This design comes from an exercise in tuning for small area and a short achievable clock period on the open sky130 flow, not from production work.
No functional check of the RTL was part of any run shown here.
Power is estimated from default activity; no workload was simulated.

==> flow/design.v (outline; a module is shown in full before it is edited, if it fits) <==
// module BMD_64_RWDMA_FSM: 973 lines
// module rw_fa: 4 lines
// module rw_ao21: 3 lines
// module rw_xn2: 3 lines
// module rw_or2: 3 lines
// module rw_o21ai: 3 lines
// module rw_nor2: 3 lines
// module rw_mux2: 3 lines
// module rw_a2: 3 lines
// module rw_x2: 3 lines
module BMD_64_RWDMA_FSM (
    clk,
    rst_n,
    init_rst_i,
    wdma_rst_o,
    mwr_len_i,
    mwr_count_i,
    wdma_start_o,
    wdma_addr_o,
    wdma_done_i,
    wdma_irq_o,
    next_wdma_addr_i,
    next_wdma_up_addr_i,
    next_wdma_valid_i,
    wdma_start_i,
    wdma_stop_i,
    wdma_running_o,
    wdma_frame_len_i,
    timeframe_end_i,
    wdma_buf_ptr_o,
    wdma_status_o,
    cc_timeout_o
);
  // ...
==> flow/flow/run.sh <==
#!/bin/bash
# Standard layout, but with sky130_fd_sc_hd__buf_1 as the port buffer cell
# (instead of the default clkdlybuf4s50_1, which is larger and slower).
set -euo pipefail
export BUFFER_PORTS_ARGS="-buffer_cell sky130_fd_sc_hd__buf_1"
bash standard.sh finish > flow_make.log 2>&1
==> flow/standard.sh <==
#!/bin/bash
# synth_recipe.tcl (not shown) runs the flow's synth.tcl, then flattens the netlist and writes it again
# the make line also repeats each setting of config.mk as NAME=value (left out here)
make -C /OpenROAD-flow-scripts/flow DESIGN_CONFIG=/design/flow/config.mk WORK_HOME=/design/flow/orfs CLKGATE_MAP_FILE= SYNTH_SCRIPT=/design/flow/synth_recipe.tcl "${@:-finish}"
==> flow/config.mk <==
export PLATFORM = sky130hd
export DESIGN_NAME = BMD_64_RWDMA_FSM
export DESIGN_NICKNAME = BMD_64_RWDMA_FSM
export VERILOG_FILES = /design/flow/design.v
export SDC_FILE = /design/flow/constraint.sdc
export NUM_CORES = 4
export LEC_CHECK = 0
export CAP_MARGIN = 20
export CORE_MARGIN = 2
export CORE_UTILIZATION = 60
export PLACE_DENSITY = 0.75
export SETUP_SLACK_MARGIN = 4.3
export SLEW_MARGIN = 20
export SYNTH_HIERARCHICAL = 1
export SYNTH_MINIMUM_KEEP_SIZE = 0
==> flow/constraint.sdc <==
create_clock -name core_clock -period 8.5 [get_ports {clk}]
set_input_delay 1.7000 -clock core_clock [delete_from_list [all_inputs] [get_ports {clk}]]
set_output_delay 1.7000 -clock core_clock [all_outputs]
set_load 0.01 [all_outputs]
==> impl_metrics.py, run 1 <==
metrics = {
    "worst_setup_path": {
        "crit_family": "compound AO/OA/AOI/OAI gates",
        "max_stage_delay_ps": 350,
        "crit_fanout": 6,
        "crit_required_ps": 6800,
        "crit_chain": "xor2_2, and2_4, a21o_1, a21o_1, a21o_4, a21o_4, mux2_4, buf_6",
        "critical_path_class": "register to output pin",
        "cp-start-kind": "register",
        "cp-end-kind": "output pin",
    },
    "pwr": {
        "seqPwrFrac_pct": 31.2,
        "switching_power_uw": 572,
        "leakagePower_nw": 4.99,
        "p_total_mw": 1.80,
        "power_density_nw_per_um2": 152,
    },
    "finish": {
        "fin_cells": 1439,
        "fin_util_pct": 74.6,
        "clock_buffers": 17,
        "num_antenna_cells": 0,
    },
    "global_routing": {
        "grtUsageMet1_pct": 38.9,
        "grt_pass1_wl_mm": 41.4,
    },
    "synthesis": {
        "synth.cell_area_um2": 9780,
        "synthTopCellsByCount": "nand2_1, fa_1, dfxtp_1, xor2_1, nor2_1",
        "synthSimpleGateAreaFrac_pct": 19.6,
    },
    "cts": {
        "clk_latency_ps": 420,
        "cts_num_sinks": 117,
        "cts_tree": "yes",
    },
    "route": {
        "drtAntennaViolNets": 0,
        "post_drt_wl_per_cell_um": 17.9,
        "wl_met2_mm": 13.0,
        "route.met3.wl_mm": 1.38,
    },
    "sta": {
        "clock.fmax_mhz": 235,
        "layout_min_cycle_time_ps": 4250,
    },
    "floorplanning": {
        "die_x_um": 132,
        "nWellTaps": 216,
    },
    "outcome": {
        "run_status": "timing/DRC/antenna clean",
    },
}
==> inputs of run 2 (changes only) <==
--- a/flow/config.mk
+++ b/flow/config.mk
@@ -11,3 +11,3 @@
 export PLACE_DENSITY = 0.75
-export SETUP_SLACK_MARGIN = 4.3
+export SETUP_SLACK_MARGIN = 4.5
 export SLEW_MARGIN = 20
==> impl_metrics.py, run 2 <==
metrics = {
    "finish": {
        "largestRegisters": "c_q (27), s_q (27)",
        "area_growth_pct": 27.6,
        "num_antenna_cells": 0,
        "final_cell_mix": "nand2_1, dfxtp_1, buf_1",
        "final_common_cell": "nand2_1",
        "fin_nets": 1459,
        "stdcell_area_um2": 12500,
        "drive_gt1_share_pct": 24.8,
    },
    "floorplanning": {
        "ioPinCount": 155,
        "dieArea_um2": 17300,
        "rows": 46,
        "initial_core_util_pct": 61.6,
        "fp.dieH_um": 132,
        "die_x_um": 132,
        "design.core.area_um2": 15900,
    },
    "pwr": {
        "p_clk_share_pct": 39.4,
        "leakagePower_nw": 5.25,
        "power_frac_comb_pct": 29.9,
        "seqPwrFrac_pct": 30.7,
        "p_sw_share_pct": 31.2,
        "peakVddDrop_uv": 150,
        "power_density_nw_per_um2": 146,
        "p_total_mw": 1.83,
        "switching_power_uw": 571,
        "intPower_mw": 1.26,
    },
    "worst_setup_path": {
        "cpMostUsedCell": "a21o_4",
        "critPathCapture": "wdma_addr_o[28]",
        "cp.arrival_ps": 2610,
        "ff2ff_path_depth": 6,
        "crit_chain": "xor2_2, and2_2, nand2_1, nor2b_1, a21o_4, a21o_4, mux2_4, buf_6",
        "cp-start-kind": "register",
        "crit_path_top_delay_cell": "dfxtp_1",
        "worstReg2RegStart": "s_q[16]$_DFF_P_",
        "r2r_end": "c_q[17]$_DFF_P_",
        "max_stage_delay_ps": 400,
        "cp-end-kind": "output pin",
        "critical_path_class": "register to output pin",
        "crit_required_ps": 6800,
        "crit_fanout": 6,
        "startpoint": "s_q[8]$_DFF_P_",
        "rrSetupSlack_ps": 5820,
    },
    "route": {
        "drt_iter0_markers": 534,
        "wirelength_met1_mm": 11.1,
        "top_layer": "met4",
        "vias": 8406,
        "drtAntennaViolNets": 0,
        "drc": 0,
        "wl_met2_mm": 13.8,
        "wirelength_mm": 27.6,
        "drt-pass1-iter-count": 6,
        "vias_per_cell": 5.76,
        "route.met3.wl_mm": 1.81,
        "post_drt_wl_per_cell_um": 18.9,
    },
    "global_routing": {
        "first_global_vias": 8398,
        "grt_use_total_pct": 30.6,
        "antenna_found_initial": 0,
        "gr-total-overflow": 0,
        "grt_max_degree": 40,
        "grt_pass1_wl_mm": 41.9,
    },
    "cts": {
        "clk_pin_slew_ps": 60,
        "clk_latency_ps": 420,
        "cts_num_sinks": 117,
        "ctsHoldBuffers": 0,
        "clock_tree.buffer_depth": 2,
        "cts_tree": "yes",
        "cts_made_buffers": 17,
        "root_buffer": "clkbuf_16",
        "h-tree-depth": 4,
    },
    "synthesis": {
        "synth.cell_area_um2": 9780,
        "yosysTopAreaCellShare_pct": 27.4,
        "synth_ff_type": "dfxtp_1",
        "synth-seq-cells": 117,
        "synth_cell_type_count": 54,
        "synth_edf_count": 0,
        "syn_area_per_cell_um2": 9.19,
        "ys_seq_area_share_pct": 24.0,
        "post-synth-top-count-cell": "nand2_1",
        "synth_cells": 1064,
        "synth_warnings": 7,
        "synth_largest_area_cell": "fa_1",
        "async_reset_ff_share_pct": 0,
        "synth_top_cells_by_area": "fa_1, dfxtp_1, xor2_1",
        "synthTopCellsByCount": "nand2_1, fa_1, dfxtp_1, xor2_1, nor2_1",
    },
    "sta": {
        "worst_slack_ps": 4190,
        "report.final.slew_viol_count": 0,
        "slew_headroom_pct": 30.6,
        "fin_tns_setup_ps": 0,
        "rsz0062_at_grt": "true",
        "clock_skew_ps": 9.67,
        "layout_min_cycle_time_ps": 4310,
        "hold_viol_final": 0,
        "clock.fmax_mhz": 232,
        "worst_pin_slew_ps": 1040,
        "min_period_over_period_pct": 50.7,
        "final-setup-viol-count": 0,
    },
    "min_path": {
        "hp-class": "register to register",
    },
    "outcome": {
        "run_status": "timing/DRC/antenna clean",
    },
    "placed_design": {
        "numPortBuffers": 154,
        "post-place-ws_ps": 3260,
        "gp_routability_congestion": 0.883,
        "dp_hpwl_mm": 18.2,
        "place_area_um2": 10600,
    },
    "flow_run": {
        "drv_cap": 0,
    },
}
## run 2: power by group through the flow
stage	Combinational, mW	Clock, mW	Sequential, mW
floorplan	0.361	0	0.571
global placement	0.458	0	0.572
global route	0.600	0.752	0.562
detailed placement	0.468	0	0.572
finish	0.546	0.720	0.561
CTS	0.498	0.722	0.561
## run 2: logic make-up after synthesis
| group | synth area share, % |
|---|---|
| flip-flops | 24.0 |
| adder cells (fa/ha/maj) | 27.9 |
| other | 0.0383 |
| buffers and inverters | 4.02 |
| multiplexers | 2.06 |
| AO/OA/AOI/OAI | 11.6 |
| AND/OR/NAND/NOR | 19.6 |
| XOR/XNOR | 10.8 |
## run 2: how the worst min path moves through the flow
stage / from / endpoint / slack [ps] / depth (start not counted)
detailed placement: st_check$_SDFF_PN0_ / prev_check$_DFF_P_ / 430 / 0
global route: st_check$_SDFF_PN0_ / prev_check$_DFF_P_ / 450 / 0
finish: st_check$_SDFF_PN0_ / prev_check$_DFF_P_ / 440 / 0
CTS: st_check$_SDFF_PN0_ / prev_check$_DFF_P_ / 440 / 0
floorplan: st_check$_SDFF_PN0_ / prev_check$_DFF_P_ / 390 / 0
global placement: s_q[0]$_DFF_P_ / c_q[0]$_DFF_P_ / 430 / 2
## run 2: per-module statistics from Yosys, one instance, submodules excluded
module | cell area [µm²] | cells | flip-flops and latches | times used
rw_mux2 | 15.0 | 1 | 0 | 12
rw_or2 | 6.26 | 1 | 0 | 10
rw_ao21 | 7.51 | 1 | 0 | 57
rw_xn2 | 8.76 | 1 | 0 | 10
rw_fa | 20.0 | 1 | 0 | 134
BMD_64_RWDMA_FSM | 5650 | 735 | 117 | 1
rw_o21ai | 5.00 | 1 | 0 | 27
rw_nor2 | 3.75 | 1 | 0 | 27
rw_x2 | 8.76 | 1 | 0 | 52
## run 2: metrics by stage
step	util [%]	hold slack, ps	cells
2_1_floorplan	-	392	1066
3_3_place_gp	67.0	433	1382
3_5_place_dp	67.0	429	1382
4_1_cts	75.1	437	1440
5_1_grt	78.6	451	1460
6_report	78.6	439	1460
## run 2: final cells by class
| class | instances | area, µm² |
|---|---|---|
| Multi-Input combinational cell | 849 | 7690 |
| Inverter | 44 | 165 |
| Timing Repair Buffer | 202 | 1410 |
| Sequential cell | 117 | 2360 |
| Clock inverter | 13 | 146 |
| Fill cell | 1071 | 3400 |
| Clock buffer | 19 | 443 |
| Tap cell | 216 | 270 |
## run 2: per-layer routing
metal	track usage (%)	vias up
met4	11.6	0
met5	0	-
met2	51.5	406
li1	-	3807
met1	39.9	4114
met3	4.98	79
## run 2: worst max-delay path, delay by kind of cell, from the launching register on
family / cells / cell delay (ps)
simple gates: 3 / 520
compound gates: 2 / 500
flops: 1 / 400
xor+xnor: 1 / 280
buf+inv: 1 / 130
mux: 1 / 340
## run 2: timing repair
action                                  CTS  global route
gates resized for setup                 179            97
cloned                                    1             2
endpoints found under the setup margin   65            51
buffers inserted                         25            18
pin swaps                                36            65

static timing again, ports no longer ideal:
The results above use ideal ports. As a check the final layouts listed here were re-extracted and re-timed, cells and wires unchanged.
Step 1, drivers: a clkbuf_16 drives clk and a buf_2 each remaining input, both assumed.
Step 2, shift: input delay + t, output delay - t, t = (earliest + latest rising clock arrival at the registers) / 2. This alone moves slack from input paths to output paths.
Three values: ideal ports, drivers, drivers and shift; two values: the first two.
| run | t, ns | setup WS [ns] | worst setup path after step 2 | worst register clock-pin slew, ns | pins driven straight from the clock port |
|---|---|---|---|---|---|
| run 1 | 0.459 | 4.246 / 4.205 / 3.870 | input to register | 0.07 / 0.07 | 1 |
| run 2 | 0.458 | 4.187 / 4.148 / 3.805 | input to register | 0.06 / 0.06 | 1 |
After both steps every run listed still meets setup and hold. The setup slack of run 2, which loses most, moves by -0.039 ns with the drivers and by -0.382 ns with both steps.
